Source: an optimization exercise on an open RTL-to-GDS flow (aim: small area). Production flows keep margins and buffers that such runs may drop. Function was checked by simulation only, so behaviour that the tests miss may differ from the original. The flow treats the clock pin as an ideal source, which a real chip does not have.

==> flow/design.v <==
module clkgen
    ( input wire reset, sysclk,
      output reg clk_div);
    localparam [23:0] UNG  = 24'h955292;
    localparam [23:0] TERM = 24'h004010;    
    reg  [23:0] q;
    wire term = (q == TERM);
    wire clr  = ~reset | term;
    wire [23:0] d;
    assign d[0] = ~(clr | (q[23] ^ q[18]));
    genvar i;
    generate
        for (i = 1; i < 24; i = i + 1) begin : stage
            if (UNG[i]) begin : copy
                assign d[i] = q[i-1];
            end else begin : inv
                assign d[i] = ~(clr | q[i-1]);
            end
        end
    endgenerate
    always @(posedge sysclk) begin
        q       <= d;
        clk_div <= reset & (clk_div ^ term);
    end
endmodule
module uart2
    (   input  clk,
        input  reset,
        input  rx_pin,
        output tx_pin);
    reg ra, re;
    reg [6:0] rt;
    reg [9:0] sr;
    reg [7:0] rx_data;
    wire r_idle = ~ra & ~re;
    wire rtick  = rt[0] & ~rt[1] & rt[2] & rt[3] & rt[5] & rt[6];
    wire r_trig = ra & ~re & sr[0] & ~rt[0] & ~rt[2] & rt[3] & ~rt[5] & rt[6];
    always @(posedge clk) begin
        if (r_idle)
            rt <= 7'b0111001;             
        else if (rtick)
            rt <= 7'b0101101;             
        else
            rt <= {~rt[5:0], (rt[6] ^ rt[3])};
        if (r_idle)
            sr <= 10'b1000000000;
        else if (rtick & ~sr[0])
            sr <= {rx_pin, sr[9:1]};
        else if (rtick)
            sr[1] <= sr[1] | ~rx_pin;
        ra <= reset & ~re & (ra | ~rx_pin);
        re <= reset & ra & (re | (sr[0] & rtick));
        if (reset & re & ~ra & ~sr[1])
            rx_data <= sr[9:2];
    end
    reg [3:0] ti;
    reg [6:0] tt;
    reg carry;
    wire t_idle = ~ti[3] & ~ti[1] &  ti[0];
    wire t_last = ~ti[3] & ~ti[1] & ~ti[0];
    wire t_p0   = ~ti[3] &  ti[1] &  ti[0];
    wire ttick  = tt[1] & ~tt[2] & tt[3] & ~tt[4] & tt[5];
    wire dbit   = rx_data[ti[2:0]];
    always @(posedge clk) begin
        if (t_idle | ttick)
            tt <= 7'b0000000;
        else
            tt <= {~tt[5:0], (tt[6] ^ tt[0])};
        if (!reset)
            ti <= 4'd1;
        else if (t_idle) begin
            if (r_trig)
                ti <= 4'd6;
        end else if (ttick | t_last)
            ti <= ti + 4'd1;
        if (t_p0)
            carry <= 1'b1;
        else if (ti[3] & ttick)
            carry <= carry & dbit;
    end
    assign tx_pin = ti[3] ? (dbit ^ carry) : ~(ti[1] & ti[0]);
endmodule
module top( input clk,
            input reset,
            input rx_in,
            output blinker,
            output tx_pin);
    clkgen u3(.reset(reset), .sysclk(clk), .clk_div(blinker));
    uart2 u_uart(.clk(clk), .reset(reset), .rx_pin(rx_in), .tx_pin(tx_pin));
endmodule
clock: 20.0 ns
lec_check: 0
cap_margin: 0
core_margin: 2
core_utilization: 40
slew_margin: 0
standard.sh (not shown) runs the stock make flow with config.mk's settings and CLKGATE_MAP_FILE= SYNTH_SCRIPT=/design/flow/synth_recipe.tcl, a recipe that flattens the netlist after the stock synthesis.
==> flow/flow/run.sh <==
#!/bin/bash
# Layout flow: the standard flow (standard.sh) with changes that only cut
# cell area:
#  - after the standard synthesis, combinational cells are swapped for the
#    smallest drive strength of the same cell (downsize.tcl); registers keep
#    their cells,
#  - the clock tree is built before CTS by clocktree.tcl: the clock port
#    drives one clkbuf_1, which drives six clkbuf_4, each driving the
#    registers of one sixth of the layout; TritonCTS is then limited to the
#    port's net, which has a single sink, so it adds nothing,
#  - the port buffers are buf_1.
# Each tool's output goes to a log file of its own in the work folder.
set -euo pipefail
here=$(pwd)
export CTS_ARGS="-sink_clustering_enable -repair_clock_nets -dont_use_dummy_load -buf_list sky130_fd_sc_hd__clkbuf_4 -clk_nets clk"
export PRE_CTS_TCL="$here/flow/clocktree.tcl"
export CLK_COLS=3 CLK_ROWS=2
export CLK_LEAF=sky130_fd_sc_hd__clkbuf_4 CLK_ROOT=sky130_fd_sc_hd__clkbuf_1
export BUFFER_PORTS_ARGS="-buffer_cell sky130_fd_sc_hd__buf_1"
bash standard.sh synth > "$here/flow_synth.log" 2>&1
DS_ODB="$here/orfs/results/${FLOW_PLATFORM:-sky130hd}/top/base/1_synth.odb" \
  openroad -no_init -exit "$here/flow/downsize.tcl" > "$here/flow_downsize.log" 2>&1
bash standard.sh finish > "$here/flow_layout.log" 2>&1
Other scripts of this flow, unchanged in this note and not shown: flow/flow/clocktree.tcl, flow/flow/downsize.tcl
The first run completed with no timing, DRC or antenna violations.
Next try:
--- a/flow/flow/run.sh
+++ b/flow/flow/run.sh
@@ -4,3 +4,4 @@
-#  - after the standard synthesis, combinational cells are swapped for the
-#    smallest drive strength of the same cell (downsize.tcl); registers keep
-#    their cells,
+#  - synthesis is standard.sh's, except that ABC maps the logic with an
+#    area-oriented script (synth.tcl, area.abc); registers are unchanged,
+#  - after synthesis, combinational cells are swapped for the smallest drive
+#    strength of the same cell (downsize.tcl); registers keep their cells,
@@ -14,0 +16,3 @@
+sed "s|/synth_recipe.tcl|/flow/synth.tcl|" standard.sh > "$here/flow_standard.sh"
+grep -q "/flow/synth.tcl" "$here/flow_standard.sh"
+export AREA_ABC_SCRIPT="$here/flow/area.abc"
@@ -20 +24 @@
-bash standard.sh synth > "$here/flow_synth.log" 2>&1
+bash "$here/flow_standard.sh" synth > "$here/flow_synth.log" 2>&1
@@ -23 +27 @@
-bash standard.sh finish > "$here/flow_layout.log" 2>&1
+bash "$here/flow_standard.sh" finish > "$here/flow_layout.log" 2>&1
==> flow/flow/area.abc (new file) <==
strash
&get -n
&fraig -x
&put
dch -f
amap -m
topo
dnsize -c
==> flow/flow/synth.tcl (new file) <==
# The standard synthesis (synth_recipe.tcl) with one change: ABC maps the
# logic with an area-oriented script (flow/area.abc) instead of ORFS's speed
# script. Registers are mapped before ABC runs, so they are the same.
proc synth {args} { yosys synth -nofsm -noshare {*}$args }
proc abc {args} {
  set i [lsearch -exact $args -script]
  if {$i >= 0} { lset args [expr {$i + 1}] $::env(AREA_ABC_SCRIPT) }
  puts "abc with area script: $args"
  yosys abc {*}$args
}
source $::env(SCRIPTS_DIR)/synth.tcl
# left out here: clear keep_hierarchy, flatten, clean up, hide names made inside functions, write 1_2_yosys.v
After rerunning: The new run ran to the end with no violations. Final area came out lower slightly. Wire length is higher by a few percent. Fmax is higher slightly. Utilization went up by 1.3 points. First-iteration DRC count grows by about a fifth. Area after synthesis goes down by a few percent. Via count is higher by a few percent. Synthesized cell count went up slightly. Sequential cell count stays the same.

separate check: timing with driven ports:
In the flow no input, the clock included, has a driving cell. The finished layouts below were timed again as built, in two steps. Step 1 sets driving cells, clkbuf_16 on the clock port and buf_2 on the other inputs (assumed; they add their load-dependent delay and slew). Step 2 times the ports against the registers' clock, not the clock port: input delays grow and output delays shrink by t, the midpoint of the rising clock arrivals with the driver on. Slacks: ideal ports / drivers / drivers and shift; pairs: ideal ports / drivers.
| run | shift t [ns] | setup slack, ns | worst hold slack (ns) | worst setup path after step 2 | worst slew at a driven data input, ns |
|---|---|---|---|---|---|
| the first run | 0.579 | 13.544 / 13.519 / 14.098 | 0.358 / 0.358 / 0.358 | register to output | 0.03 |
| the second run | 0.595 | 13.610 / 13.585 / 14.180 | 0.356 / 0.356 / 0.356 | register to output | 0.03 |
After both steps every run listed still meets setup and hold.
